Context: an optimization exercise on an open-source flow, tuned for small area, a short achievable clock period and few clock cycles per item. The choices shown serve that exercise and are no tape-out recipe. No run shown here included a check of the RTL's function; only the layout flow was run. Power figures rest on the tool's default switching activity, not on a simulated workload.

### design.v
module cordic #(
    parameter int Width = 16
) (
    input  logic             clk_i,
    input  logic             rst_i,
    input  logic             start_cordic_i,
    input  logic [Width-1:0] x0_i,
    input  logic [Width-1:0] y0_i,
    input  logic [Width-1:0] z0_i,
    output logic [Width-1:0] xn_o,
    output logic [Width-1:0] yn_o,
    output logic [Width-1:0] zn_o,
    output logic             done_tick_cordic_o
);
  function automatic logic [15:0] atan(input logic [3:0] i);
    case (i)
      4'd0: atan = 16'h2D00;
      4'd1: atan = 16'h1A91;
      4'd2: atan = 16'h0E09;
      4'd3: atan = 16'h0720;
      4'd4: atan = 16'h0394;
      4'd5: atan = 16'h01CA;
      4'd6: atan = 16'h00E5;
      4'd7: atan = 16'h0073;
      4'd8: atan = 16'h0039;
      4'd9: atan = 16'h001D;
      4'd10: atan = 16'h000E;
      4'd11: atan = 16'h0007;
      4'd12: atan = 16'h0004;
      4'd13: atan = 16'h0002;
      4'd14: atan = 16'h0001;
      default: atan = 16'h0000;
    endcase
  endfunction
  logic [15:0] x_q, y_q, z_q;
  logic        busy_q;   
  logic        done_q;
  logic neg;
  assign neg = z_q[15];
  logic [15:0] xi, yi;   
  assign xi = x_q ^ {16{neg}};
  assign yi = y_q ^ {16{~neg}};
  logic [15:0] xs, ys, az;
  logic [14:0] it_q;   
  logic        last;
  assign last = it_q[14];
  always_comb begin
    xs = 16'd0;
    ys = 16'd0;
    az = 16'd0;
    for (int i = 0; i < 15; i++) begin
      xs = xs | ({16{it_q[i]}} & 16'($signed(xi) >>> i));
      ys = ys | ({16{it_q[i]}} & 16'($signed(yi) >>> i));
      az = az | ({16{it_q[i]}} & atan(i));
    end
  end
  logic [15:0] x_d, y_d, z_d, azi;
  logic        cx, cy, cz;
  assign cx  = ~neg & busy_q;
  assign cy  = neg & busy_q;
  assign cz  = ~neg & busy_q;
  assign azi = az ^ {16{~neg & busy_q}};
  logic [16:0] x_s;
  assign x_s = {x_q, 1'b1} + {ys, cx};
  assign x_d = x_s[16:1];
  logic [16:0] y_s;
  assign y_s = {y_q, 1'b1} + {xs, cy};
  assign y_d = y_s[16:1];
  logic [16:0] z_s;
  assign z_s = {z_q, 1'b1} + {azi, cz};
  assign z_d = z_s[16:1];
  always_ff @(posedge clk_i) begin
    if (start_cordic_i) begin
      x_q <= x0_i;
      y_q <= y0_i;
      z_q <= z0_i;
    end else begin
      x_q <= x_d;
      y_q <= y_d;
      z_q <= z_d;
    end
  end
  always_ff @(posedge clk_i, posedge rst_i) begin
    if (rst_i) begin
      it_q   <= 15'd0;
      busy_q <= 1'b0;
      done_q <= 1'b0;
    end else begin
      it_q   <= start_cordic_i ? 15'd1 : {it_q[13:0], 1'b0};
      busy_q <= start_cordic_i || (busy_q && !last);
      done_q <= busy_q && last && !start_cordic_i;
    end
  end
  assign xn_o = x_q;
  assign yn_o = y_q;
  assign zn_o = z_q;
  assign done_tick_cordic_o = done_q;
endmodule
### config.mk
export PLATFORM = sky130hd
export DESIGN_NAME = cordic
export DESIGN_NICKNAME = cordic
export VERILOG_FILES = /design/flow/design.v
export SDC_FILE = /design/flow/constraint.sdc
export NUM_CORES = 4
export LEC_CHECK = 0
export ABC_AREA = 1
export CAP_MARGIN = 20
export CORE_MARGIN = 2
export CORE_UTILIZATION = 40
export SETUP_SLACK_MARGIN = 2.0
export SLEW_MARGIN = 20
### constraint.sdc
create_clock -name core_clock -period 5.5 [get_ports {clk_i}]
set_input_delay 1.1000 -clock core_clock [delete_from_list [all_inputs] [get_ports {clk_i}]]
set_output_delay 1.1000 -clock core_clock [all_outputs]
set_load 0.01 [all_outputs]
### run.sh
#!/bin/bash
# synth_recipe.tcl (not shown) runs the flow's synth.tcl, then flattens the netlist and writes it again
# the make line also repeats each setting of config.mk as NAME=value (left out here)
make -C /OpenROAD-flow-scripts/flow DESIGN_CONFIG=/design/flow/config.mk WORK_HOME=/design/flow/orfs CLKGATE_MAP_FILE= SYNTH_SCRIPT=/design/flow/synth_recipe.tcl finish
==> impl_summary.txt, run 1 <==
----------------------------------------------------
[Outcome]
  Result of the run ... timing/DRC/antenna clean

[Clock network]
  H-Tree Level Count ... 3
  Clk Tree Root Cell ... sky130_fd_sc_hd__clkbuf_16
  CTS Buffer Depth ... 2
  Number of buffers created by CTS ... 9
  Total of hold buffers inserted after clock tree synthesis ... 0
  TritonCTS clock tree ... yes
  CTS Sinks ... 65
  Worst-Skew Late Latency ... 0.35 ns
  Post-CTS clock slew at the launch and capture registers of the worst setup and hold paths ... 0.06 ns

[STA]
  Final Max Tran Viols ... 0
  Count of final hold-check violations ... 0
  Worst rel slew slack ... 0.498
  Worst-margin pin slew ... 0.752 ns
  RSZ-0062 raised after global routing ... false
  Final clock skew ... 0.00559 ns
  Highest clock frequency the design can meet ... 0.301 GHz
  Setup TNS Final ... 0 ns
  Total setup violations reported at the end of the flow ... 0
  Tcrit/Tclk final ... 0.604
  Final critical path time including I/O delays and setup ... 3.32 ns

[Layout]
  Number of standard cells in the final layout excluding fillers ... 1405
  Antenna diode count ... 0
  Post-Route Utilization ... 0.516
  Final #Nets ... 1278
  Fill count ... 1757
  Area growth from synthesis to layout ... 25.7%
  Ratio of cells with drive above 1 in the final layout ... 0.122

[Floorplanning]
  Die X ... 135 um
  Row count ... 47
  Core Region ... 16700 um2
  Number of I/O pins ... 100
  Die Height ... 135 um
  Die Area ... 18200 um2
  Initial cell density of the core ... 0.411

[Placed design]
  Placed cells ... 1372
  Count of input and output buffers ... 99
  Weighted congestion reported at the end of routability-driven placement ... 1.04
  Post-detailed-placement half-perimeter wirelength ... 19.2 mm

[Route]
  Total vias in the final route ... 8197
  Antenna viol nets, final ... 0
  Detailed-route DRC error count ... 0
  Violation count after the first detailed-route iteration ... 839
  Vias per Instance ... 5.83
  DR pass1 iterations ... 8
  Final Routed Wirelength ... 26.2 mm
  Average routed wire per standard cell ... 18.7 um

[Yosys]
  Number of different library cells in the post-synthesis netlist ... 51
  Primary flip-flop cell chosen by synthesis mapping ... sky130_fd_sc_hd__dfxtp_1
  Post-Syn Instances ... 1098
  Async set or reset register ratio after synthesis ... 0.262
  Syn. warnings ... 1
  Syn Nets ... 1196
  Synth area leader ... sky130_fd_sc_hd__nand2_1
  Most common cell in the synthesized netlist ... sky130_fd_sc_hd__nand2_1
  Share of the synthesized area in the top cell type ... 0.168
  Flops & latches, synth ... 65
  Top cells by area, synth ... sky130_fd_sc_hd__nand2_1, sky130_fd_sc_hd__dfxtp_1, sky130_fd_sc_hd__ha_1
  Total standard cell area after synthesis ... 6860 um2
  Post-synthesis average cell area ... 6.25 um2
  Top post-synthesis cells by count ... sky130_fd_sc_hd__nand2_1, sky130_fd_sc_hd__inv_1, sky130_fd_sc_hd__nor2_1
  Sequential element share of the synthesized area ... 0.202
  Post-synth EDFFs ... 0

[GRT]
  Global routing usage summed across all routing layers ... 0.286
  Grt ovf ... 0
  Largest net degree at the start of global routing ... 76
  Wire length of the first global-routing pass ... 40.7 mm
  Via count of the first global-routing pass ... 7414
  Antenna violations before repair ... 0

[Critical path]
  Worst setup path startpoint ... it_q[1]$_DFF_PP0_
  Classification of the worst setup path ... flip-flop to flip-flop
  CP max stage delay ... 0.67 ns
  Nature of the critical path startpoint ... flip-flop
  Stages on the worst setup path ... 13
  Crit path max fanout ... 19
  Cell count of the worst reg-to-reg path ... 13
  FF-to-FF setup slack ... 2.18 ns
  Destination of the worst register-to-register timing path ... x_q[6]$_DFF_P_
  Critical path, cell by cell ... clkinvlp_4 > o22ai_1 > nor4_1 > nand3_1 > ha_1 > a21oi_1 > o21ai_2 > a21oi_2 > o21ai_2 > buf_4 > or2_2 > nand3_1 > nand2_1
  Launch instance of the worst register-to-register path ... it_q[1]$_DFF_PP0_
  Critical path's slowest cell ... sky130_fd_sc_hd__dfrtp_2
  Data required, critical path ... 5.74 ns
  Kind of end point of the critical path ... flip-flop
  Arrival time reported for the critical path endpoint ... 3.56 ns
  Worst setup path endpoint ... x_q[6]$_DFF_P_
  CP delay by family, top ... compound AO/OA/AOI/OAI gates
  Sum of buffers and inverters on the critical path ... 2

[Run]
  Maximum Capacitance Violations ... 0

[Power]
  Leakage power ... 4.04 nW
  PD cells ... 772 nW/um2
  VDD IR max ... 0.351 mV
  Final Total Pwr ... 6.66 mW

[Worst hold path]
  Class of the worst hold path ... flip-flop to flip-flop

----------------------------------------------------
## worst reg2reg max path, delay by kind of cell (launching register included)
family	cells	cell delay (ns)
adders and majority gates	1	0.30
and+or+nand+nor	5	0.60
AOI/OAI and AO/OA	5	0.97
DFF	1	0.67
buffers and inverters	2	0.67
## power by group
group          switching, mW  leakage, nW  internal (mW)  total (mW)
sequential             0.243        0.627          0.676       0.919
combinational           3.15         3.26           1.95        5.10
clock                  0.242        0.153          0.397       0.639
total                   3.64         4.04           3.02        6.66
## layer usage
layer,up-vias,global-route usage,wire length (um)
met1,3698,0.407,11600
met3,98,0.0724,2780
li1,3926,-,-
met2,475,0.415,10900
met4,0,0.105,887
met5,-,0,0
## cells in the final DEF (no fill, tap or decap), types with 22 or more instances in the layout
cell and instances:
sky130_fd_sc_hd__nand2_1 299, sky130_fd_sc_hd__o22ai_1 58, sky130_fd_sc_hd__or2_2 22, sky130_fd_sc_hd__nand3_1 65, sky130_fd_sc_hd__a21oi_1 68, sky130_fd_sc_hd__dfxtp_1 47, sky130_fd_sc_hd__o21ai_0 49, sky130_fd_sc_hd__clkdlybuf4s50_1 98
sky130_fd_sc_hd__inv_1 85, sky130_fd_sc_hd__nor2_1 79, sky130_fd_sc_hd__ha_1 38
## worst min-delay path by stage
| stage | from | end | slack, ns | depth (start not counted) |
|---|---|---|---|---|
| after floorplan | busy_q$_DFF_PP0_ | done_q$_DFF_PP0_ | 0.53 | 2 |
| after global placement | busy_q$_DFF_PP0_ | done_q$_DFF_PP0_ | 0.59 | 2 |
| after detailed placement | busy_q$_DFF_PP0_ | done_q$_DFF_PP0_ | 0.60 | 2 |
| after CTS | busy_q$_DFF_PP0_ | done_q$_DFF_PP0_ | 0.61 | 2 |
| after global routing | busy_q$_DFF_PP0_ | done_q$_DFF_PP0_ | 0.66 | 2 |
| final | busy_q$_DFF_PP0_ | done_q$_DFF_PP0_ | 0.62 | 2 |
## area by class of cell
cell class / instances / area (um2) / share of cell area
sequential: 65 / 1390 / 0.162
multi-input combinational: 882 / 5050 / 0.586
tap: 220 / 275 / 0.0319
clock buffer: 9 / 225 / 0.0261
timing repair buffer: 120 / 1170 / 0.136
clock inverter: 7 / 93.8 / 0.0109
inverter: 102 / 412 / 0.0477
## sequential cells by signal, summed over array words and instances, names as in the netlist
signal,cells
x_q,16
y_q,16
z_q,16
it_q,15
done_q,1
busy_q,1
## cells by family (layout without fill, tap and decap cells)
kind of cell,count (synthesis),after routing,share of synthesized area
fa+ha+maj,47,47,0.0879
simple gates,553,553,0.351
xor+xnor,26,26,0.0343
buf+inv,151,238,0.0923
flops,65,65,0.202
compound gates,256,256,0.232
## per-stage QoR
| stage | cell area, um2 | hold slack, ns | worst slack [ns] |
|---|---|---|---|
| after CTS | 8280 | 0.609 | 2.00 |
| after global routing | 8620 | 0.665 | 1.98 |
| final | 8620 | 0.616 | 2.18 |
| after detailed placement | 7900 | 0.600 | 1.58 |
| after global placement | 7900 | 0.588 | 1.65 |
| after floorplan | 6860 | 0.534 | 2.69 |
## timing repair
item,4_1_cts,5_1_grt
gates resized for setup,14,52
buffers inserted,1,16
pin swaps,0,8
setup endpoints to repair,20,33
cloned,0,0
==> inputs of run 2 (changes only) <==
==> design.v (replaced) <==
module cordic #(
    parameter int Width = 16
) (
    input  logic             clk_i,
    input  logic             rst_i,
    input  logic             start_cordic_i,
    input  logic [Width-1:0] x0_i,
    input  logic [Width-1:0] y0_i,
    input  logic [Width-1:0] z0_i,
    output logic [Width-1:0] xn_o,
    output logic [Width-1:0] yn_o,
    output logic [Width-1:0] zn_o,
    output logic             done_tick_cordic_o
);
  localparam logic [239:0] Atan = {
      16'h0001, 16'h0002, 16'h0004, 16'h0007, 16'h000E, 16'h001D, 16'h0039, 16'h0073,
      16'h00E5, 16'h01CA, 16'h0394, 16'h0720, 16'h0E09, 16'h1A91, 16'h2D00
  };
  logic [15:0] x_q, y_q, z_q;
  logic [14:0] it_q;   
  logic        done_q;
  logic        busy_q;   
  logic neg;
  assign neg = z_q[15];
  logic [15:0] xi, yi;   
  assign xi = x_q ^ {16{neg}};
  assign yi = y_q ^ {16{~neg}};
  logic [15:0] xs, ys, az;
  always_comb begin
    xs = 16'd0;
    ys = 16'd0;
    az = 16'd0;
    for (int i = 0; i < 15; i++) begin
      xs = xs | ({16{it_q[i]}} & 16'($signed(xi) >>> i));
      ys = ys | ({16{it_q[i]}} & 16'($signed(yi) >>> i));
      az = az | ({16{it_q[i]}} & Atan[16*i+:16]);
    end
  end
  logic [16:0] x_s, y_s, z_s;
  assign x_s = {x_q, 1'b1} + {ys, ~neg & busy_q};
  assign y_s = {y_q, 1'b1} + {xs, neg & busy_q};
  assign z_s = {z_q, 1'b1} + {az ^ {16{~neg}}, ~neg};
  always_ff @(posedge clk_i) begin
    if (start_cordic_i) begin
      x_q <= x0_i;
      y_q <= y0_i;
      z_q <= z0_i;
    end else begin
      x_q <= x_s[16:1];
      y_q <= y_s[16:1];
      z_q <= z_s[16:1];
    end
  end
  always_ff @(posedge clk_i, posedge rst_i) begin
    if (rst_i) begin
      it_q   <= 15'd0;
      busy_q <= 1'b0;
      done_q <= 1'b0;
    end else begin
      it_q   <= start_cordic_i ? 15'd1 : {it_q[13:0], 1'b0};
      busy_q <= start_cordic_i || (busy_q && !it_q[14]);
      done_q <= it_q[14] && !start_cordic_i;
    end
  end
  assign xn_o = x_q;
  assign yn_o = y_q;
  assign zn_o = z_q;
  assign done_tick_cordic_o = done_q;
endmodule
--- a/config.mk
+++ b/config.mk
@@ -9,5 +9,4 @@
 export CAP_MARGIN = 20
 export CORE_MARGIN = 2
 export CORE_UTILIZATION = 40
-export SETUP_SLACK_MARGIN = 2.0
 export SLEW_MARGIN = 20
==> impl_summary.txt, run 2 <==
----------------------------------------------------
[Clock network]
  Clk Tree Root Cell ... sky130_fd_sc_hd__clkbuf_16 (unchanged)
  TritonCTS clock tree ... yes (unchanged)
  Worst-Skew Late Latency ... 0.36 ns (was 0.35 ns)
  CTS Buffer Depth ... 2 (unchanged)
  Total of hold buffers inserted after clock tree synthesis ... 0 (unchanged)
  Post-CTS setup-driven buffer insertion count ... 0 (was 1)
  Post-CTS clock slew at the launch and capture registers of the worst setup and hold paths ... 0.06 ns (about the same)
  Number of buffers created by CTS ... 9 (unchanged)
  Resized cells post-CTS ... 0 (was 14)
  CTS Sinks ... 65 (unchanged)
  H-Tree Level Count ... 3 (unchanged)

[Critical path]
  Sum of buffers and inverters on the critical path ... 3 (was 2)
  Stages on the worst setup path ... 16 (was 13)
  Arrival time reported for the critical path endpoint ... 4.13 ns (was 3.56 ns)
  CP max stage delay ... 0.56 ns (was 0.67 ns)
  Data required, critical path ... 5.76 ns (was 5.74 ns)
  Critical path, cell by cell ... buf_4 > nand2_1 > nand2_1 > inv_1 > a21oi_1 > o21ai_0 > nor3_1 > nand3_1 > ha_1 > a21oi_1 > o21ai_0 > inv_1 > nand3_1 > or2_2 > nand3_1 > nand2_1 (was clkinvlp_4 > o22ai_1 > nor4_1 > nand3_1 > ha_1 > a21oi_1 > o21ai_2 > a21oi_2 > o21ai_2 > buf_4 > or2_2 > nand3_1 > nand2_1)
  Critical path's slowest cell ... sky130_fd_sc_hd__buf_4 (was sky130_fd_sc_hd__dfrtp_2)
  CP delay by family, top ... simple AND/OR/NAND/NOR gates (was compound AO/OA/AOI/OAI gates)
  Cell count of the worst reg-to-reg path ... 16 (was 13)
  Kind of end point of the critical path ... flip-flop (unchanged)
  Classification of the worst setup path ... flip-flop to flip-flop (unchanged)
  Nature of the critical path startpoint ... flip-flop (unchanged)
  Crit path max fanout ... 46 (was 19)

[Placed design]
  Weighted congestion reported at the end of routability-driven placement ... 0.974 (was 1.04)
  Post-detailed-placement half-perimeter wirelength ... 21.6 mm (was 19.2 mm)
  Count of input and output buffers ... 99 (unchanged)

[Layout]
  Most common cell after layout, fill and taps aside ... sky130_fd_sc_hd__nand2_1 (unchanged)
  Area growth from synthesis to layout ... 19.0% (was 25.7%)
  Leading cell types in the layout, fill and taps excluded ... sky130_fd_sc_hd__nand2_1, sky130_fd_sc_hd__clkdlybuf4s50_1, sky130_fd_sc_hd__nor2_1 (was sky130_fd_sc_hd__nand2_1, sky130_fd_sc_hd__clkdlybuf4s50_1, sky130_fd_sc_hd__inv_1)
  Antenna diode count ... 0 (unchanged)
  Largest registers ... x_q: 16 flops, y_q: 16 flops, z_q: 16 flops (unchanged)
  Post-Route Utilization ... 0.487 (was 0.516)
  Ratio of cells with drive above 1 in the final layout ... 0.0675 (was 0.122)
  Final #Nets ... 1293 (was 1278)

[Yosys]
  Total standard cell area after synthesis ... 7100 um2 (was 6860 um2)
  Syn Nets ... 1227 (was 1196)
  Share of the synthesized area in the top cell type ... 0.174 (was 0.168)
  Syn. warnings ... 1 (unchanged)
  Async set or reset register ratio after synthesis ... 0.262 (unchanged)
  Number of different library cells in the post-synthesis netlist ... 59 (was 51)
  Post-synthesis average cell area ... 6.29 um2 (was 6.25 um2)
  Synth area leader ... sky130_fd_sc_hd__nand2_1 (unchanged)
  Flops & latches, synth ... 65 (unchanged)
  Top cells by area, synth ... sky130_fd_sc_hd__nand2_1, sky130_fd_sc_hd__dfxtp_1, sky130_fd_sc_hd__ha_1 (unchanged)
  Primary flip-flop cell chosen by synthesis mapping ... sky130_fd_sc_hd__dfxtp_1 (unchanged)
  Top post-synthesis cells by count ... sky130_fd_sc_hd__nand2_1, sky130_fd_sc_hd__nor2_1, sky130_fd_sc_hd__a21oi_1 (was sky130_fd_sc_hd__nand2_1, sky130_fd_sc_hd__inv_1, sky130_fd_sc_hd__nor2_1)
  Post-synth EDFFs ... 0 (unchanged)
  Post-Syn Instances ... 1129 (was 1098)
  Sequential element share of the synthesized area ... 0.195 (was 0.202)
  Most common cell in the synthesized netlist ... sky130_fd_sc_hd__nand2_1 (unchanged)

[Power]
  Combinational share of power ... 0.765 (was 0.766)
  PD cells ... 811 nW/um2 (was 772 nW/um2)
  VDD IR max ... 0.447 mV (was 0.351 mV)
  Final Total Pwr ... 6.86 mW (was 6.66 mW)
  Sw Ratio ... 0.567 (was 0.546)
  Switching power total ... 3.89 mW (was 3.64 mW)
  Clock group share of total power ... 0.098 (was 0.096)
  Leakage power ... 3.99 nW (was 4.04 nW)
  Proportion of power drawn by flip-flops and latches ... 0.137 (was 0.138)
  Internal power component ... 2.97 mW (was 3.02 mW)

[Route]
  Vias per Instance ... 5.87 (was 5.83)
  Total vias in the final route ... 8365 (was 8197)
  DR pass1 iterations ... 8 (unchanged)
  Antenna viol nets, final ... 0 (unchanged)
  Detailed-route DRC error count ... 0 (unchanged)
  Final Routed Wirelength ... 28.8 mm (was 26.2 mm)
  Violation count after the first detailed-route iteration ... 1320 (was 839)
  Average routed wire per standard cell ... 20.2 um (was 18.7 um)

[Floorplanning]
  Die X ... 137 um (was 135 um)
  Row count ... 48 (was 47)
  Core Region ... 17400 um2 (was 16700 um2)
  Number of I/O pins ... 100 (unchanged)
  Die Area ... 18800 um2 (was 18200 um2)
  Die Height ... 137 um (was 135 um)
  Initial cell density of the core ... 0.409 (was 0.411)

[Worst hold path]
  Hold-critical path depth ... 2 (unchanged)
  Class of the worst hold path ... flip-flop to flip-flop (unchanged)

[Run]
  Maximum Capacitance Violations ... 0 (unchanged)

[GRT]
  Largest net degree at the start of global routing ... 54 (was 76)
  Via count of the first global-routing pass ... 7668 (was 7414)
  Antenna violations before repair ... 0 (unchanged)
  Grt ovf ... 0 (unchanged)
  Global routing usage summed across all routing layers ... 0.309 (was 0.286)
  Wire length of the first global-routing pass ... 44.3 mm (was 40.7 mm)

[STA]
  Worst rel slew slack ... 0.372 (was 0.498)
  Highest clock frequency the design can meet ... 0.258 GHz (was 0.301 GHz)
  Final critical path time including I/O delays and setup ... 3.87 ns (was 3.32 ns)
  RSZ-0062 raised after global routing ... false (unchanged)
  Final Max Tran Viols ... 0 (unchanged)
  Tcrit/Tclk final ... 0.704 (was 0.604)
  Worst-margin pin slew ... 0.942 ns (was 0.752 ns)
  Setup TNS Final ... 0 ns (unchanged)
  Final clock skew ... 0.00656 ns (was 0.00559 ns)
  Count of final hold-check violations ... 0 (unchanged)
  Total setup violations reported at the end of the flow ... 0 (unchanged)

[Outcome]
  Result of the run ... timing/DRC/antenna clean (unchanged)

----------------------------------------------------
-- run 2: changes by cell type after synthesis, sizes merged, moves of 9 or more --
cell | previous run | this run
a21oi | 72 | 81
o21ai | 60 | 78
or2 | 36 | 23
inv | 97 | 88
nand2 | 321 | 344
nand3 | 69 | 81
-- run 2: power by group through the flow --
| stage | Clock [mW] | Sequential [mW] | Combinational, mW |
|---|---|---|---|
| floorplan | 0 | 0.928 | 3.63 |
| global placement | 0 | 0.965 | 5.15 |
| detailed placement | 0 | 0.953 | 5.11 |
| CTS | 0.678 | 0.948 | 5.14 |
| global route | 0.691 | 0.968 | 5.83 |
| finish | 0.669 | 0.942 | 5.25 |
-- run 2: path summary, 6_finish.rpt --
path                                      end  slack [ns]             start
hold / removal               busy_q$_DFF_PP0_        0.51  busy_q$_DFF_PP0_
min in group asynchronous  it_q[10]$_DFF_PP0_        1.24             rst_i
hold reg to reg              busy_q$_DFF_PP0_        0.51  busy_q$_DFF_PP0_
max in group asynchronous  it_q[12]$_DFF_PP0_        3.72             rst_i
setup / recovery              y_q[10]$_DFF_P_        1.63   z_q[15]$_DFF_P_
setup reg to reg              y_q[10]$_DFF_P_        1.63   z_q[15]$_DFF_P_
-- run 2: layout make-up --
type / count / area, um2
repair buffers: 102 / 1010
clock inverters: 6 / 90.1
well taps: 225 / 282
clock buffers: 10 / 239
flip-flops and latches: 65 / 1390
inverters: 92 / 350
multi-input cells: 925 / 5100
fillers: 1822 / 8900
-- run 2: worst reg2reg max path, stage by stage (launching register included) --
cell and delay, ns:
sky130_fd_sc_hd__dfxtp_2 0.35, sky130_fd_sc_hd__buf_4 0.56, sky130_fd_sc_hd__nand2_1 0.13, sky130_fd_sc_hd__nand2_1 0.40, sky130_fd_sc_hd__inv_1 0.30, sky130_fd_sc_hd__a21oi_1 0.21
sky130_fd_sc_hd__o21ai_0 0.10, sky130_fd_sc_hd__nor3_1 0.17, sky130_fd_sc_hd__nand3_1 0.13, sky130_fd_sc_hd__ha_1 0.38, sky130_fd_sc_hd__a21oi_1 0.30, sky130_fd_sc_hd__o21ai_0 0.16
sky130_fd_sc_hd__inv_1 0.08, sky130_fd_sc_hd__nand3_1 0.09, sky130_fd_sc_hd__or2_2 0.28, sky130_fd_sc_hd__nand3_1 0.07, sky130_fd_sc_hd__nand2_1 0.05
-- run 2: metal layers --
layer | GRT usage | up-vias | part of all wire | wire length, um
li1 | - | 4007 | - | -
met1 | 0.456 | 3784 | 0.46 | 13200
met2 | 0.441 | 498 | 0.41 | 11900
met3 | 0.0644 | 76 | 0.10 | 2910
met4 | 0.111 | 0 | 0.028 | 797
met5 | 0 | - | 0 | 0
-- run 2: through the flow --
step,instance area (um2),setup WS (ns),hold WS (ns),cells
finish,8450,1.63,0.507,1425
CTS,8450,1.68,0.504,1425
floorplan,7100,2.86,0.464,1129
global route,8450,1.21,0.547,1425
detailed placement,8130,1.70,0.488,1409
global placement,8130,1.71,0.494,1409
-- run 2: kinds of logic (layout without fill, tap and decap cells) --
family | Yosys count | in the layout | synth area share
AND/OR/NAND/NOR | 589 | 589 | 0.368
AO/OA/AOI/OAI | 257 | 257 | 0.216
buffers and inverters | 139 | 210 | 0.0870
flip-flops | 65 | 65 | 0.195
adder cells (fa/ha/maj) | 47 | 47 | 0.0849
XOR/XNOR | 32 | 32 | 0.0495
==> inputs of run 3 (changes only) <==
--- a/design.v
+++ b/design.v
@@ -19,26 +19,22 @@
   logic [15:0] x_q, y_q, z_q;
   logic [14:0] it_q;   
   logic        done_q;
-  logic        busy_q;   
-  logic neg;
-  assign neg = z_q[15];
-  logic [15:0] xi, yi;   
-  assign xi = x_q ^ {16{neg}};
-  assign yi = y_q ^ {16{~neg}};
   logic [15:0] xs, ys, az;
   always_comb begin
     xs = 16'd0;
     ys = 16'd0;
     az = 16'd0;
     for (int i = 0; i < 15; i++) begin
-      xs = xs | ({16{it_q[i]}} & 16'($signed(xi) >>> i));
-      ys = ys | ({16{it_q[i]}} & 16'($signed(yi) >>> i));
+      xs = xs | ({16{it_q[i]}} & 16'($signed(x_q) >>> i));
+      ys = ys | ({16{it_q[i]}} & 16'($signed(y_q) >>> i));
       az = az | ({16{it_q[i]}} & Atan[16*i+:16]);
     end
   end
+  logic        neg;
   logic [16:0] x_s, y_s, z_s;
-  assign x_s = {x_q, 1'b1} + {ys, ~neg & busy_q};
-  assign y_s = {y_q, 1'b1} + {xs, neg & busy_q};
+  assign neg = z_q[15];
+  assign x_s = {x_q, 1'b1} + {ys ^ {16{~neg}}, ~neg};
+  assign y_s = {y_q, 1'b1} + {xs ^ {16{neg}}, neg};
   assign z_s = {z_q, 1'b1} + {az ^ {16{~neg}}, ~neg};
   always_ff @(posedge clk_i) begin
     if (start_cordic_i) begin
@@ -54,11 +50,9 @@
   always_ff @(posedge clk_i, posedge rst_i) begin
     if (rst_i) begin
       it_q   <= 15'd0;
-      busy_q <= 1'b0;
       done_q <= 1'b0;
     end else begin
       it_q   <= start_cordic_i ? 15'd1 : {it_q[13:0], 1'b0};
-      busy_q <= start_cordic_i || (busy_q && !it_q[14]);
       done_q <= it_q[14] && !start_cordic_i;
     end
   end
==> impl_summary.txt, run 3 <==
----------------------------------------------------
[Outcome]
  Result of the run ... timing/DRC/antenna clean (unchanged)

[Yosys]
  Sequential element share of the synthesized area ... 0.196 (was 0.195)
  Syn Nets ... 1194 (was 1227)
  Flops & latches, synth ... 64 (was 65)
  Synth area leader ... sky130_fd_sc_hd__nand2_1 (unchanged)
  Syn. warnings ... 1 (unchanged)
  Post-Syn Instances ... 1092 (was 1129)
  Async set or reset register ratio after synthesis ... 0.250 (was 0.262)
  Most common cell in the synthesized netlist ... sky130_fd_sc_hd__nand2_1 (unchanged)
  Post-synth EDFFs ... 0 (unchanged)
  Top cells by area, synth ... sky130_fd_sc_hd__nand2_1, sky130_fd_sc_hd__dfxtp_1, sky130_fd_sc_hd__ha_1 (unchanged)
  Total standard cell area after synthesis ... 6940 um2 (was 7100 um2)
  Primary flip-flop cell chosen by synthesis mapping ... sky130_fd_sc_hd__dfxtp_1 (unchanged)
  Top post-synthesis cells by count ... sky130_fd_sc_hd__nand2_1, sky130_fd_sc_hd__inv_1, sky130_fd_sc_hd__nor2_1 (was sky130_fd_sc_hd__nand2_1, sky130_fd_sc_hd__nor2_1, sky130_fd_sc_hd__a21oi_1)
  Number of different library cells in the post-synthesis netlist ... 49 (was 59)
  Post-synthesis average cell area ... 6.36 um2 (was 6.29 um2)
  Share of the synthesized area in the top cell type ... 0.173 (was 0.174)

[GRT]
  Antenna violations before repair ... 0 (unchanged)
  Wire length of the first global-routing pass ... 41.8 mm (was 44.3 mm)
  Largest net degree at the start of global routing ... 40 (was 54)
  Via count of the first global-routing pass ... 7466 (was 7668)
  Grt ovf ... 0 (unchanged)
  Global routing usage summed across all routing layers ... 0.297 (was 0.309)

[Critical path]
  Launch instance of the worst register-to-register path ... it_q[1]$_DFF_PP0_ (was z_q[15]$_DFF_P_)
  CP max stage delay ... 1.05 ns (was 0.56 ns)
  Critical path's slowest cell ... sky130_fd_sc_hd__dfrtp_1 (was sky130_fd_sc_hd__buf_4)
  Cell repeated most along the worst path ... sky130_fd_sc_hd__nand2_1
  Data required, critical path ... 5.74 ns (was 5.76 ns)
  Stages on the worst setup path ... 16 (unchanged)
  FF-to-FF setup slack ... 1.76 ns (was 1.63 ns)
  Cell count of the worst reg-to-reg path ... 16 (unchanged)
  Sum of buffers and inverters on the critical path ... 1 (was 3)
  Arrival time reported for the critical path endpoint ... 3.98 ns (was 4.13 ns)
  Destination of the worst register-to-register timing path ... x_q[12]$_DFF_P_ (was y_q[10]$_DFF_P_)
  Worst setup path endpoint ... x_q[12]$_DFF_P_ (was y_q[10]$_DFF_P_)
  Crit path max fanout ... 26 (was 46)
  Nature of the critical path startpoint ... flip-flop (unchanged)
  Critical path, cell by cell ... inv_1 > o21ai_1 > a221oi_1 > o2111ai_1 > nor3_1 > xor2_1 > ha_1 > nand2_1 > nor2_1 > nand4_1 > nand3_1 > nand3_1 > nand2_1 > a21oi_1 > o21ai_0 > nand2_1 (was buf_4 > nand2_1 > nand2_1 > inv_1 > a21oi_1 > o21ai_0 > nor3_1 > nand3_1 > ha_1 > a21oi_1 > o21ai_0 > inv_1 > nand3_1 > or2_2 > nand3_1 > nand2_1)
  Worst setup path startpoint ... it_q[1]$_DFF_PP0_ (was z_q[15]$_DFF_P_)
  CP delay by family, top ... flip-flops (was simple AND/OR/NAND/NOR gates)
  Classification of the worst setup path ... flip-flop to flip-flop (unchanged)
  Kind of end point of the critical path ... flip-flop (unchanged)

[Clock network]
  TritonCTS clock tree ... yes (unchanged)
  H-Tree Level Count ... 3 (unchanged)
  Worst-Skew Late Latency ... 0.35 ns (was 0.36 ns)
  Resized cells post-CTS ... 0 (unchanged)
  Clk Tree Root Cell ... sky130_fd_sc_hd__clkbuf_16 (unchanged)
  Post-CTS setup-driven buffer insertion count ... 0 (unchanged)
  Number of buffers created by CTS ... 9 (unchanged)
  Total of hold buffers inserted after clock tree synthesis ... 0 (unchanged)
  CTS Buffer Depth ... 2 (unchanged)
  Post-CTS clock slew at the launch and capture registers of the worst setup and hold paths ... 0.06 ns (about the same)
  CTS Sinks ... 64 (was 65)

[Floorplanning]
  Die Height ... 136 um (was 137 um)
  Row count ... 48 (unchanged)
  Initial cell density of the core ... 0.406 (was 0.409)
  Core Region ... 17100 um2 (was 17400 um2)
  Number of I/O pins ... 100 (unchanged)
  Die Area ... 18400 um2 (was 18800 um2)
  Die X ... 136 um (was 137 um)

[Power]
  Proportion of power drawn by flip-flops and latches ... 0.176 (was 0.137)
  Switching power total ... 3.60 mW (was 3.89 mW)
  Internal power component ... 2.97 mW (about the same)
  PD cells ... 797 nW/um2 (was 811 nW/um2)
  Clock group share of total power ... 0.097 (was 0.098)
  VDD IR max ... 0.349 mV (was 0.447 mV)
  Leakage power ... 3.93 nW (was 3.99 nW)
  Sw Ratio ... 0.548 (was 0.567)
  Combinational share of power ... 0.727 (was 0.765)

[Route]
  Total vias in the final route ... 7849 (was 8365)
  Vias per Instance ... 5.68 (was 5.87)
  Antenna viol nets, final ... 0 (unchanged)
  DR pass1 iterations ... 16 (was 8)
  Routed length on met2 ... 11.5 mm (was 11.9 mm)
  Final Routed Wirelength ... 26.7 mm (was 28.8 mm)
  Met3 wire length ... 2.22 mm (was 2.91 mm)
  Average routed wire per standard cell ... 19.3 um (was 20.2 um)
  Highest routing layer actually used ... met4 (unchanged)
  Sum of routed wire segments on met1 ... 12.1 mm (was 13.2 mm)
  Detailed-route DRC error count ... 0 (unchanged)
  Violation count after the first detailed-route iteration ... 619 (was 1320)

[Placed design]
  Weighted congestion reported at the end of routability-driven placement ... 1.02 (was 0.974)
  Count of input and output buffers ... 99 (unchanged)
  Post-detailed-placement half-perimeter wirelength ... 19.7 mm (was 21.6 mm)

[STA]
  Total setup violations reported at the end of the flow ... 0 (unchanged)
  Setup TNS Final ... 0 ns (unchanged)
  Final Max Tran Viols ... 0 (unchanged)
  RSZ-0062 raised after global routing ... false (unchanged)
  Tcrit/Tclk final ... 0.681 (was 0.704)
  Worst rel slew slack ... 0.279 (was 0.372)
  Highest clock frequency the design can meet ... 0.267 GHz (was 0.258 GHz)
  Final clock skew ... 0.00632 ns (was 0.00656 ns)
  Worst-margin pin slew ... 1.08 ns (was 0.942 ns)
  Final critical path time including I/O delays and setup ... 3.74 ns (was 3.87 ns)
  Count of final hold-check violations ... 0 (unchanged)

[Layout]
  Area growth from synthesis to layout ... 18.7% (was 19.0%)
  Antenna diode count ... 0 (unchanged)
  Post-Route Utilization ... 0.482 (was 0.487)
  Largest registers ... x_q: 16 flops, y_q: 16 flops, z_q: 16 flops (unchanged)
  Most common cell after layout, fill and taps aside ... sky130_fd_sc_hd__nand2_1 (unchanged)
  Leading cell types in the layout, fill and taps excluded ... sky130_fd_sc_hd__nand2_1, sky130_fd_sc_hd__clkdlybuf4s50_1, sky130_fd_sc_hd__inv_1 (was sky130_fd_sc_hd__nand2_1, sky130_fd_sc_hd__clkdlybuf4s50_1, sky130_fd_sc_hd__nor2_1)
  Ratio of cells with drive above 1 in the final layout ... 0.0648 (was 0.0675)
  Final #Nets ... 1254 (was 1293)

[Worst hold path]
  Class of the worst hold path ... flip-flop to flip-flop (unchanged)

[Run]
  Maximum Capacitance Violations ... 0 (unchanged)

----------------------------------------------------
[run 3: worst reg2reg max path, stage by stage, from the launching register on]
cell	delay, ns
sky130_fd_sc_hd__dfrtp_1	1.05
sky130_fd_sc_hd__inv_1	0.43
sky130_fd_sc_hd__o21ai_1	0.24
sky130_fd_sc_hd__a221oi_1	0.08
sky130_fd_sc_hd__o2111ai_1	0.14
sky130_fd_sc_hd__nor3_1	0.08
sky130_fd_sc_hd__xor2_1	0.15
sky130_fd_sc_hd__ha_1	0.38
sky130_fd_sc_hd__nand2_1	0.10
sky130_fd_sc_hd__nor2_1	0.25
sky130_fd_sc_hd__nand4_1	0.15
sky130_fd_sc_hd__nand3_1	0.18
sky130_fd_sc_hd__nand3_1	0.09
sky130_fd_sc_hd__nand2_1	0.09
sky130_fd_sc_hd__a21oi_1	0.06
sky130_fd_sc_hd__o21ai_0	0.09
sky130_fd_sc_hd__nand2_1	0.06
[run 3: per-layer routing]
| layer | vias to the layer above | track usage |
|---|---|---|
| li1 | 3826 | - |
| met1 | 3576 | 0.407 |
| met2 | 382 | 0.445 |
| met3 | 65 | 0.0591 |
| met4 | 0 | 0.140 |
| met5 | - | 0 |
[run 3: logic make-up after synthesis]
logic type / Yosys count / share of synthesized area
simple gates: 548 / 0.343
fa+ha+maj: 51 / 0.0919
buf+inv: 150 / 0.0986
flops: 64 / 0.196
xor+xnor: 52 / 0.0656
compound gates: 227 / 0.205
[run 3: power groups by stage]
| stage | combinational [mW] | clock (mW) | sequential [mW] |
|---|---|---|---|
| after global placement | 4.69 | 0 | 1.16 |
| after detailed placement | 4.70 | 0 | 1.15 |
| final | 4.77 | 0.640 | 1.16 |
| after floorplan | 3.49 | 0 | 0.954 |
| after CTS | 4.73 | 0.650 | 1.14 |
| after global routing | 5.39 | 0.668 | 1.17 |
[run 3: worst min-delay path by stage]
stage	startpoint	endpoint	slack (ns)	cells past startpoint
2_1_floorplan	it_q[8]$_DFF_PP0_	it_q[9]$_DFF_PP0_	0.56	2
3_3_place_gp	z_q[14]$_DFF_P_	z_q[15]$_DFF_P_	0.69	4
3_5_place_dp	z_q[14]$_DFF_P_	z_q[15]$_DFF_P_	0.68	4
4_1_cts	z_q[14]$_DFF_P_	z_q[15]$_DFF_P_	0.69	4
5_1_grt	z_q[14]$_DFF_P_	z_q[15]$_DFF_P_	0.75	4
6_report	z_q[14]$_DFF_P_	z_q[15]$_DFF_P_	0.69	4
[run 3: cell type report]
cell class,instances,area [um2]
fill,1843,8870
multi-input combinational,878,4900
sequential,64,1360
timing repair buffer,103,1020
inverter,96,365
tap,225,282
clock buffer,9,225
clock inverter,7,95.1
[run 3: stage by stage]
stage	hold slack (ns)	total power [mW]	instance area (um2)	worst slack, ns	instances
2_1_floorplan	0.560	4.45	6940	2.78	1092
3_3_place_gp	0.692	5.85	7920	1.87	1366
3_5_place_dp	0.682	5.85	7920	1.88	1366
4_1_cts	0.695	6.53	8240	1.83	1382
5_1_grt	0.752	7.23	8240	1.54	1382
6_report	0.695	6.57	8240	1.76	1382
==> inputs of run 4 (changes only) <==
==> design.v (replaced) <==
module rom_cordic (
    input  logic [ 3:0] addr_i,
    output logic [15:0] data_o
);
  always_comb begin
    case (addr_i)
      4'd1:    data_o = 16'h1A91;
      4'd2:    data_o = 16'h0E09;
      4'd3:    data_o = 16'h0720;
      4'd4:    data_o = 16'h0394;
      4'd5:    data_o = 16'h01CA;
      4'd6:    data_o = 16'h00E5;
      4'd7:    data_o = 16'h0073;
      4'd8:    data_o = 16'h0039;
      4'd9:    data_o = 16'h001D;
      4'd10:   data_o = 16'h000E;
      4'd11:   data_o = 16'h0007;
      4'd12:   data_o = 16'h0004;
      4'd13:   data_o = 16'h0002;
      4'd14:   data_o = 16'h0001;
      default: data_o = 16'h0000;
    endcase
  end
endmodule
module cordic #(
    parameter int Width = 16
) (
    input  logic             clk_i,
    input  logic             rst_i,
    input  logic             start_cordic_i,
    input  logic [Width-1:0] x0_i,
    input  logic [Width-1:0] y0_i,
    input  logic [Width-1:0] z0_i,
    output logic [Width-1:0] xn_o,
    output logic [Width-1:0] yn_o,
    output logic [Width-1:0] zn_o,
    output logic             done_tick_cordic_o
);
  logic [15:0] x_q, y_q, z_q;
  logic [ 3:0] cnt_q;   
  logic        done_q;
  logic [15:0] rom_data;
  rom_cordic angle_rom (
      .addr_i(cnt_q),
      .data_o(rom_data)
  );
  logic [15:0] xa, ya, za, xs, ys, az;
  logic        neg;   
  always_comb begin
    if (start_cordic_i) begin
      xa  = x0_i;
      ya  = y0_i;
      za  = z0_i;
      xs  = x0_i;
      ys  = y0_i;
      az  = 16'h2D00;
      neg = z0_i[15];
    end else begin
      xa  = x_q;
      ya  = y_q;
      za  = z_q;
      xs  = (cnt_q == 4'd0) ? 16'd0 : 16'($signed(x_q) >>> cnt_q);
      ys  = (cnt_q == 4'd0) ? 16'd0 : 16'($signed(y_q) >>> cnt_q);
      az  = rom_data;
      neg = z_q[15];
    end
  end
  logic [16:0] x_s, y_s, z_s;
  assign x_s = {xa, 1'b1} + {ys ^ {16{~neg}}, ~neg};
  assign y_s = {ya, 1'b1} + {xs ^ {16{neg}}, neg};
  assign z_s = {za, 1'b1} + {az ^ {16{~neg}}, ~neg};
  logic [15:0] x_d, y_d, z_d;
  assign x_d = x_s[16:1];
  assign y_d = y_s[16:1];
  assign z_d = z_s[16:1];
  always_ff @(posedge clk_i) begin
    x_q <= x_d;
    y_q <= y_d;
    z_q <= z_d;
  end
  always_ff @(posedge clk_i, posedge rst_i) begin
    if (rst_i) begin
      cnt_q  <= 4'd0;
      done_q <= 1'b0;
    end else begin
      if (start_cordic_i) cnt_q <= 4'd1;
      else if (cnt_q == 4'd14) cnt_q <= 4'd0;
      else if (cnt_q != 4'd0) cnt_q <= cnt_q + 4'd1;
      done_q <= (cnt_q == 4'd14) && !start_cordic_i;
    end
  end
  assign xn_o = x_q;
  assign yn_o = y_q;
  assign zn_o = z_q;
  assign done_tick_cordic_o = done_q;
endmodule
--- a/config.mk
+++ b/config.mk
@@ -5,7 +5,6 @@
 export SDC_FILE = /design/flow/constraint.sdc
 export NUM_CORES = 4
 export LEC_CHECK = 0
-export ABC_AREA = 1
 export CAP_MARGIN = 20
 export CORE_MARGIN = 2
 export CORE_UTILIZATION = 40
==> impl_summary.txt, run 4 <==
----------------------------------------------------
[Outcome]
  Result of the run ... timing/DRC/antenna clean (unchanged)

[Floorplanning]
  Die X ... 129 um (was 136 um)
  Number of I/O pins ... 100 (unchanged)
  Die Height ... 129 um (was 136 um)
  Core Region ... 15200 um2 (was 17100 um2)
  Initial cell density of the core ... 0.408 (was 0.406)
  Row count ... 45 (was 48)
  Die Area ... 16500 um2 (was 18400 um2)

[Layout]
  Antenna diode count ... 0 (unchanged)
  Leading cell types in the layout, fill and taps excluded ... sky130_fd_sc_hd__clkdlybuf4s50_1, sky130_fd_sc_hd__nand2_1, sky130_fd_sc_hd__o21ai_0 (was sky130_fd_sc_hd__nand2_1, sky130_fd_sc_hd__clkdlybuf4s50_1, sky130_fd_sc_hd__inv_1)
  Most common cell after layout, fill and taps aside ... sky130_fd_sc_hd__clkdlybuf4s50_1 (was sky130_fd_sc_hd__nand2_1)
  Final #Nets ... 960 (was 1254)
  Largest registers ... x_q: 16 flops, y_q: 16 flops, z_q: 16 flops (unchanged)
  Fill count ... 1482 (was 1843)
  Area growth from synthesis to layout ... 20.9% (was 18.7%)
  Number of standard cells in the final layout excluding fillers ... 1044 (was 1382)
  Fin area ... 7510 um2 (was 8240 um2)
  Ratio of cells with drive above 1 in the final layout ... 0.102 (was 0.0648)
  Multi-input gate area ... 4800 um2 (was 4900 um2)
  Area of all sequential standard cells ... 1090 um2 (was 1360 um2)

[GRT]
  Global routing usage summed across all routing layers ... 0.235 (was 0.297)
  Antenna violations before repair ... 0 (unchanged)
  Via count of the first global-routing pass ... 6021 (was 7466)
  Largest net degree at the start of global routing ... 39 (was 40)
  Wire length of the first global-routing pass ... 30.8 mm (was 41.8 mm)
  Grt ovf ... 0 (unchanged)

[Critical path]
  Stages on the worst setup path ... 14 (was 16)
  Arrival time reported for the critical path endpoint ... 4.88 ns (was 3.98 ns)
  FF-to-FF setup slack ... 0.88 ns (was 1.76 ns)
  Nature of the critical path startpoint ... flip-flop (unchanged)
  Sum of buffers and inverters on the critical path ... 1 (unchanged)
  Classification of the worst setup path ... flip-flop to flip-flop (unchanged)
  Kind of end point of the critical path ... flip-flop (unchanged)
  Worst setup path startpoint ... cnt_q[2]$_DFFE_PP0P_ (was it_q[1]$_DFF_PP0_)
  Crit path max fanout ... 28 (was 26)
  Critical path, cell by cell ... inv_2 > a211oi_1 > o21ai_1 > and4_1 > nor2_1 > ha_1 > a21o_1 > a21o_1 > a2111oi_2 > o21bai_1 > a41oi_1 > o21bai_1 > a41oi_1 > xnor2_1 (was inv_1 > o21ai_1 > a221oi_1 > o2111ai_1 > nor3_1 > xor2_1 > ha_1 > nand2_1 > nor2_1 > nand4_1 > nand3_1 > nand3_1 > nand2_1 > a21oi_1 > o21ai_0 > nand2_1)
  Launch instance of the worst register-to-register path ... cnt_q[2]$_DFFE_PP0P_ (was it_q[1]$_DFF_PP0_)
  Data required, critical path ... 5.75 ns (was 5.74 ns)
  Critical path's slowest cell ... sky130_fd_sc_hd__dfrtp_1 (unchanged)
  CP max stage delay ... 0.97 ns (was 1.05 ns)
  Cell count of the worst reg-to-reg path ... 14 (was 16)
  Worst setup path endpoint ... x_q[14]$_DFF_P_ (was x_q[12]$_DFF_P_)
  CP delay by family, top ... compound AO/OA/AOI/OAI gates (was flip-flops)
  Destination of the worst register-to-register timing path ... x_q[14]$_DFF_P_ (was x_q[12]$_DFF_P_)

[Yosys]
  Flops & latches, synth ... 53 (was 64)
  Synth area leader ... sky130_fd_sc_hd__dfxtp_1 (was sky130_fd_sc_hd__nand2_1)
  Post-synth EDFFs ... 0 (unchanged)
  Syn. warnings ... 2 (was 1)
  Primary flip-flop cell chosen by synthesis mapping ... sky130_fd_sc_hd__dfxtp_1 (unchanged)
  Top post-synthesis cells by count ... sky130_fd_sc_hd__nand2_1, sky130_fd_sc_hd__o21ai_0, sky130_fd_sc_hd__xnor2_1 (was sky130_fd_sc_hd__nand2_1, sky130_fd_sc_hd__inv_1, sky130_fd_sc_hd__nor2_1)
  Top cells by area, synth ... sky130_fd_sc_hd__dfxtp_1, sky130_fd_sc_hd__ha_1, sky130_fd_sc_hd__xnor2_1 (was sky130_fd_sc_hd__nand2_1, sky130_fd_sc_hd__dfxtp_1, sky130_fd_sc_hd__ha_1)
  Post-synthesis average cell area ... 7.96 um2 (was 6.36 um2)
  Post-Syn Instances ... 780 (was 1092)
  Sequential element share of the synthesized area ... 0.175 (was 0.196)
  Number of different library cells in the post-synthesis netlist ... 65 (was 49)
  Syn Nets ... 885 (was 1194)
  Most common cell in the synthesized netlist ... sky130_fd_sc_hd__nand2_1 (unchanged)
  Async set or reset register ratio after synthesis ... 0.0943 (was 0.250)
  Share of the synthesized area in the top cell type ... 0.155 (was 0.173)
  Total standard cell area after synthesis ... 6210 um2 (was 6940 um2)

[Route]
  Detailed-route DRC error count ... 0 (unchanged)
  DR pass1 iterations ... 4 (was 16)
  Average routed wire per standard cell ... 18.6 um (was 19.3 um)
  Total vias in the final route ... 6075 (was 7849)
  Vias per Instance ... 5.82 (was 5.68)
  Antenna viol nets, final ... 0 (unchanged)
  Final Routed Wirelength ... 19.4 mm (was 26.7 mm)
  Violation count after the first detailed-route iteration ... 394 (was 619)

[Run]
  Maximum Capacitance Violations ... 0 (unchanged)

[Clock network]
  Total of hold buffers inserted after clock tree synthesis ... 0 (unchanged)
  CTS Sinks ... 53 (was 64)
  CTS Buffer Depth ... 2 (unchanged)
  Post-CTS setup-driven buffer insertion count ... 0 (unchanged)
  Resized cells post-CTS ... 0 (unchanged)
  Worst-Skew Late Latency ... 0.32 ns (was 0.35 ns)
  Number of buffers created by CTS ... 5 (was 9)
  H-Tree Level Count ... 2 (was 3)
  TritonCTS clock tree ... yes (unchanged)
  Post-CTS clock slew at the launch and capture registers of the worst setup and hold paths ... 0.08 ns (was 0.06 ns)
  Clk Tree Root Cell ... sky130_fd_sc_hd__clkbuf_16 (unchanged)

[STA]
  Setup TNS Final ... 0 ns (unchanged)
  Count of final hold-check violations ... 0 (unchanged)
  RSZ-0062 raised after global routing ... false (unchanged)
  Worst rel slew slack ... 0.340 (was 0.279)
  Total setup violations reported at the end of the flow ... 0 (unchanged)
  Tcrit/Tclk final ... 0.841 (was 0.681)
  Highest clock frequency the design can meet ... 0.216 GHz (was 0.267 GHz)
  Final critical path time including I/O delays and setup ... 4.62 ns (was 3.74 ns)
  Worst-margin pin slew ... 0.964 ns (was 1.08 ns)
  Final clock skew ... 0.00953 ns (was 0.00632 ns)
  Final Max Tran Viols ... 0 (unchanged)

[Placed design]
  Post-detailed-placement half-perimeter wirelength ... 15.0 mm (was 19.7 mm)
  Count of input and output buffers ... 99 (unchanged)
  Weighted congestion reported at the end of routability-driven placement ... 0.905 (was 1.02)
  Placed cells ... 1036 (was 1366)
  Placed standard-cell area ... 7360 um2 (was 7920 um2)

[Worst hold path]
  Hold-critical path depth ... 3 (was 4)
  Class of the worst hold path ... flip-flop to flip-flop (unchanged)

[Power]
  Combinational share of power ... 0.782 (was 0.727)
  Internal power component ... 2.96 mW (was 2.97 mW)
  Leakage power ... 3.17 nW (was 3.93 nW)
  PD cells ... 778 nW/um2 (was 797 nW/um2)
  Sw Ratio ... 0.493 (was 0.548)
  Proportion of power drawn by flip-flops and latches ... 0.159 (was 0.176)
  Clock group share of total power ... 0.059 (was 0.097)
  Final Total Pwr ... 5.84 mW (was 6.57 mW)
  VDD IR max ... 0.354 mV (was 0.349 mV)
  Switching power total ... 2.88 mW (was 3.60 mW)

----------------------------------------------------
run 4: changes by cell type after synthesis, moves of 28 or more:
cell                      delta
sky130_fd_sc_hd__xor2_1     -29
sky130_fd_sc_hd__xnor2_1    +60
sky130_fd_sc_hd__mux2i_1    +28
sky130_fd_sc_hd__inv_1      -48
sky130_fd_sc_hd__mux2_2     +33
sky130_fd_sc_hd__nand3_1    -51
sky130_fd_sc_hd__nand2_1   -237
run 4: layout make-up:
class	count	area share
Inverter	36	0.0180
Clock buffer	7	0.0190
Multi-Input combinational cell	645	0.639
Tap cell	188	0.0313
Clock inverter	1	0.00100
Timing Repair Buffer	114	0.146
Sequential cell	53	0.145
run 4: worst min-delay path: cells and delay by family, from the launching register on:
family	cells	cell delay [ns]
flops	1	0.33
simple gates	2	0.24
xor+xnor	1	0.06
run 4: worst min-delay path by stage:
stage	start	to
floorplan	z_q[0]$_DFF_P_	z_q[1]$_DFF_P_
global placement	z_q[0]$_DFF_P_	z_q[1]$_DFF_P_
detailed placement	z_q[0]$_DFF_P_	z_q[1]$_DFF_P_
CTS	z_q[0]$_DFF_P_	z_q[1]$_DFF_P_
global route	z_q[14]$_DFF_P_	z_q[15]$_DFF_P_
finish	z_q[0]$_DFF_P_	z_q[1]$_DFF_P_
run 4: cells by family (layout without fill, tap and decap cells):
| logic type | Yosys count | after routing | synth area share |
|---|---|---|---|
| AO/OA/AOI/OAI | 242 | 242 | 0.256 |
| AND/OR/NAND/NOR | 189 | 189 | 0.136 |
| XOR/XNOR | 83 | 83 | 0.117 |
| buffers and inverters | 82 | 158 | 0.0522 |
| multiplexers | 77 | 77 | 0.155 |
| adder cells (fa/ha/maj) | 54 | 54 | 0.109 |
| flip-flops | 53 | 53 | 0.175 |
run 4: per-stage QoR:
| step | setup WS, ns | utilization | hold WS (ns) |
|---|---|---|---|
| after detailed placement | 0.904 | 0.484 | 0.669 |
| after global routing | 0.570 | 0.494 | 0.737 |
| after CTS | 0.934 | 0.494 | 0.681 |
| after global placement | 0.963 | 0.484 | 0.674 |
| final | 0.877 | 0.494 | 0.670 |
| after floorplan | 0.961 | - | 0.660 |
run 4: power groups by stage:
stage	clock [mW]	sequential [mW]	combinational, mW
after global routing	0.368	0.954	5.00
final	0.346	0.928	4.57
after floorplan	0	0.878	3.29
after global placement	0	0.931	4.44
after CTS	0.354	0.926	4.53
after detailed placement	0	0.932	4.50
run 4: metal layers:
metal	GRT usage	share of wire
met5	0	0
met1	0.303	0.45
met4	0.0665	0.018
met2	0.416	0.49
met3	0.0241	0.041
==> inputs of run 5 (changes only) <==
--- a/config.mk
+++ b/config.mk
@@ -5,6 +5,7 @@
 export SDC_FILE = /design/flow/constraint.sdc
 export NUM_CORES = 4
 export LEC_CHECK = 0
+export ABC_CLOCK_PERIOD_IN_PS = 2000
 export CAP_MARGIN = 20
 export CORE_MARGIN = 2
 export CORE_UTILIZATION = 40
==> impl_summary.txt, run 5 <==
----------------------------------------------------
[Yosys]
  Async set or reset register ratio after synthesis ... 0.0943 (unchanged)
  Post-synthesis average cell area ... 7.96 um2 (unchanged)
  Post-Syn Instances ... 780 (unchanged)
  Number of different library cells in the post-synthesis netlist ... 65 (unchanged)
  Top cells by area, synth ... sky130_fd_sc_hd__dfxtp_1, sky130_fd_sc_hd__ha_1, sky130_fd_sc_hd__xnor2_1 (unchanged)
  Most common cell in the synthesized netlist ... sky130_fd_sc_hd__nand2_1 (unchanged)
  Post-synth EDFFs ... 0 (unchanged)
  Primary flip-flop cell chosen by synthesis mapping ... sky130_fd_sc_hd__dfxtp_1 (unchanged)
  Sequential element share of the synthesized area ... 0.175 (unchanged)
  Top post-synthesis cells by count ... sky130_fd_sc_hd__nand2_1, sky130_fd_sc_hd__o21ai_0, sky130_fd_sc_hd__xnor2_1 (unchanged)
  Syn. warnings ... 2 (unchanged)
  Total standard cell area after synthesis ... 6210 um2 (unchanged)
  Syn Nets ... 885 (unchanged)
  Synth area leader ... sky130_fd_sc_hd__dfxtp_1 (unchanged)
  Share of the synthesized area in the top cell type ... 0.155 (unchanged)
  Flops & latches, synth ... 53 (unchanged)

[Route]
  Final Routed Wirelength ... 19.4 mm (unchanged)
  Antenna viol nets, final ... 0 (unchanged)
  Detailed-route DRC error count ... 0 (unchanged)
  DR pass1 iterations ... 4 (unchanged)
  Violation count after the first detailed-route iteration ... 394 (unchanged)
  Vias per Instance ... 5.82 (unchanged)
  Average routed wire per standard cell ... 18.6 um (unchanged)
  Total vias in the final route ... 6075 (unchanged)

[Placed design]
  Post-detailed-placement half-perimeter wirelength ... 15.0 mm (unchanged)
  Count of input and output buffers ... 99 (unchanged)
  Weighted congestion reported at the end of routability-driven placement ... 0.905 (unchanged)
  Worst-case setup slack after placement ... 0.904 ns (unchanged)

[Power]
  Combinational share of power ... 0.782 (about the same)
  PD cells ... 778 nW/um2 (unchanged)
  Final Total Pwr ... 5.84 mW (unchanged)
  Leakage power ... 3.17 nW (unchanged)
  Clock group share of total power ... 0.059 (about the same)
  Sw Ratio ... 0.493 (unchanged)
  Switching power total ... 2.88 mW (unchanged)
  Proportion of power drawn by flip-flops and latches ... 0.159 (about the same)
  Internal power component ... 2.96 mW (unchanged)
  VDD IR max ... 0.354 mV (unchanged)

[STA]
  Tcrit/Tclk final ... 0.841 (unchanged)
  Worst-case setup margin in the final layout ... 0.877 ns (unchanged)
  Count of final hold-check violations ... 0 (unchanged)
  Worst-margin pin slew ... 0.964 ns (unchanged)
  Worst rel slew slack ... 0.340 (unchanged)
  Highest clock frequency the design can meet ... 0.216 GHz (unchanged)
  Total setup violations reported at the end of the flow ... 0 (unchanged)
  Final critical path time including I/O delays and setup ... 4.62 ns (unchanged)
  RSZ-0062 raised after global routing ... false (unchanged)
  Setup TNS Final ... 0 ns (unchanged)
  Final Max Tran Viols ... 0 (unchanged)
  Final clock skew ... 0.00953 ns (unchanged)

[Floorplanning]
  Die Area ... 16500 um2 (unchanged)
  Initial cell density of the core ... 0.408 (unchanged)
  Die X ... 129 um (unchanged)
  Row count ... 45 (unchanged)
  Core Region ... 15200 um2 (unchanged)
  Die Height ... 129 um (unchanged)
  Number of I/O pins ... 100 (unchanged)

[Clock network]
  Post-CTS clock slew at the launch and capture registers of the worst setup and hold paths ... 0.08 ns (about the same)
  Post-CTS setup-driven buffer insertion count ... 0 (unchanged)
  TritonCTS clock tree ... yes (unchanged)
  Worst-Skew Late Latency ... 0.32 ns (about the same)
  Number of buffers created by CTS ... 5 (unchanged)
  H-Tree Level Count ... 2 (unchanged)
  Clk Tree Root Cell ... sky130_fd_sc_hd__clkbuf_16 (unchanged)
  Total of hold buffers inserted after clock tree synthesis ... 0 (unchanged)
  CTS Buffer Depth ... 2 (unchanged)
  CTS Sinks ... 53 (unchanged)
  Resized cells post-CTS ... 0 (unchanged)

[Layout]
  Final #Nets ... 960 (unchanged)
  Fill count ... 1482 (unchanged)
  Area growth from synthesis to layout ... 20.9% (unchanged)
  Ratio of cells with drive above 1 in the final layout ... 0.102 (unchanged)
  Antenna diode count ... 0 (unchanged)
  Largest registers ... x_q: 16 flops, y_q: 16 flops, z_q: 16 flops (unchanged)
  Post-Route Utilization ... 0.494 (unchanged)
  Most common cell after layout, fill and taps aside ... sky130_fd_sc_hd__clkdlybuf4s50_1 (unchanged)
  Leading cell types in the layout, fill and taps excluded ... sky130_fd_sc_hd__clkdlybuf4s50_1, sky130_fd_sc_hd__nand2_1, sky130_fd_sc_hd__o21ai_0 (unchanged)

[Worst hold path]
  Class of the worst hold path ... flip-flop to flip-flop (unchanged)
  Startpoint of the lowest-slack hold path ... z_q[0]$_DFF_P_ (unchanged)

[GRT]
  Global routing usage summed across all routing layers ... 0.235 (unchanged)
  Grt ovf ... 0 (unchanged)
  Largest net degree at the start of global routing ... 39 (unchanged)
  Wire length of the first global-routing pass ... 30.8 mm (unchanged)
  Antenna violations before repair ... 0 (unchanged)
  Via count of the first global-routing pass ... 6021 (unchanged)

[Critical path]
  Stages on the worst setup path ... 14 (unchanged)
  Arrival time reported for the critical path endpoint ... 4.88 ns (about the same)
  Crit path max fanout ... 28 (unchanged)
  FF-to-FF setup slack ... 0.88 ns (about the same)
  Kind of end point of the critical path ... flip-flop (unchanged)
  Nature of the critical path startpoint ... flip-flop (unchanged)
  Sum of buffers and inverters on the critical path ... 1 (unchanged)
  Launch instance of the worst register-to-register path ... cnt_q[2]$_DFFE_PP0P_ (unchanged)
  Cell count of the worst reg-to-reg path ... 14 (unchanged)
  Data required, critical path ... 5.75 ns (about the same)
  Destination of the worst register-to-register timing path ... x_q[14]$_DFF_P_ (unchanged)
  Critical path, cell by cell ... inv_2 > a211oi_1 > o21ai_1 > and4_1 > nor2_1 > ha_1 > a21o_1 > a21o_1 > a2111oi_2 > o21bai_1 > a41oi_1 > o21bai_1 > a41oi_1 > xnor2_1 (unchanged)
  CP max stage delay ... 0.97 ns (about the same)
  Critical path's slowest cell ... sky130_fd_sc_hd__dfrtp_1 (unchanged)
  CP delay by family, top ... compound AO/OA/AOI/OAI gates (unchanged)
  Worst setup path endpoint ... x_q[14]$_DFF_P_ (unchanged)
  Classification of the worst setup path ... flip-flop to flip-flop (unchanged)
  Worst setup path startpoint ... cnt_q[2]$_DFFE_PP0P_ (unchanged)

[Run]
  Maximum Capacitance Violations ... 0 (unchanged)

[Outcome]
  Result of the run ... timing/DRC/antenna clean (unchanged)

----------------------------------------------------
==> run 5: kinds of logic (layout without fill, tap and decap cells) <==
logic type,count (synthesis),after routing,share of synthesized area
AO/OA/AOI/OAI,242,242,0.256
XOR/XNOR,83,83,0.117
adder cells (fa/ha/maj),54,54,0.109
buffers and inverters,82,158,0.0522
flip-flops,53,53,0.175
multiplexers,77,77,0.155
AND/OR/NAND/NOR,189,189,0.136
==> run 5: per-stage QoR <==
| stage | area, um2 | hold slack (ns) | instances |
|---|---|---|---|
| global route | 7510 | 0.737 | 1044 |
| finish | 7510 | 0.670 | 1044 |
| CTS | 7510 | 0.681 | 1044 |
| detailed placement | 7360 | 0.669 | 1036 |
| floorplan | 6210 | 0.660 | 780 |
| global placement | 7360 | 0.674 | 1036 |
==> run 5: worst reg2reg max path, delay by kind of cell (launching register included) <==
kind | cells | cell delay [ns]
XOR/XNOR | 1 | 0.14
flip-flops | 1 | 0.97
AND/OR/NAND/NOR | 2 | 0.37
AO/OA/AOI/OAI | 9 | 2.36
adder cells (fa/ha/maj) | 1 | 0.25
buffers and inverters | 1 | 0.48
==> run 5: how the worst min path moves through the flow <==
stage                            to  slack, ns  cells past startpoint
floorplan            z_q[1]$_DFF_P_       0.66                      3
global placement     z_q[1]$_DFF_P_       0.67                      3
detailed placement   z_q[1]$_DFF_P_       0.67                      3
CTS                  z_q[1]$_DFF_P_       0.68                      3
global route        z_q[15]$_DFF_P_       0.74                      3
finish               z_q[1]$_DFF_P_       0.67                      3
==> run 5: metal layers <==
metal | routed length [um] | part of all wire | global-route usage | vias up
met3 | 799 | 0.041 | 0.0241 | 22
met5 | 0 | 0 | 0 | -
li1 | - | - | - | 2963
met4 | 350 | 0.018 | 0.0665 | 0
met2 | 9580 | 0.49 | 0.416 | 178
met1 | 8680 | 0.45 | 0.303 | 2912
==> run 5: power by group through the flow <==
stage | Combinational, mW | Clock (mW) | Sequential [mW]
3_5_place_dp | 4.50 | 0 | 0.932
5_1_grt | 5.00 | 0.368 | 0.954
2_1_floorplan | 3.29 | 0 | 0.878
6_report | 4.57 | 0.346 | 0.928
4_1_cts | 4.53 | 0.354 | 0.926
3_3_place_gp | 4.44 | 0 | 0.931
==> run 5: cell type report <==
type                    count  area, um2  share of cell area
multi-input cells         645       4800               0.639
repair buffers            114       1100               0.146
clock inverters             1       7.51             0.00100
well taps                 188        235              0.0313
flip-flops and latches     53       1090               0.145
inverters                  36        135              0.0180
clock buffers               7        143              0.0190

## re-timing with driven ports
The results above use ideal ports. As a check the final layouts listed here were re-extracted and re-timed, cells and wires unchanged.
Step 1 (the two cells are an assumption about what drives the block):
set clk [get_ports {clk_i}]
set_driving_cell -lib_cell sky130_fd_sc_hd__clkbuf_16 $clk
set_driving_cell -lib_cell sky130_fd_sc_hd__buf_2 [delete_from_list [all_inputs] $clk]
Step 2 also shifts input and output timing later by t, the mid clock arrival at the registers, as if the neighbouring blocks saw the same clock.
Three values: ideal ports, drivers, drivers and shift; two values: the first two.
| run | t (ns) | slack for setup (ns) | worst setup path after step 2 |
|---|---|---|---|
| run 1 | 0.388 | 2.180 / 2.180 / 2.180 | register to register |
| run 2 | 0.397 | 1.627 / 1.627 / 1.627 | register to register |
| run 3 | 0.396 | 1.757 / 1.757 / 1.757 | register to register |
| run 4 | 0.354 | 0.877 / 0.877 / 0.838 | input to register |
| run 5 | 0.354 | 0.877 / 0.877 / 0.838 | input to register |
After both steps setup and hold are still met in every run listed.
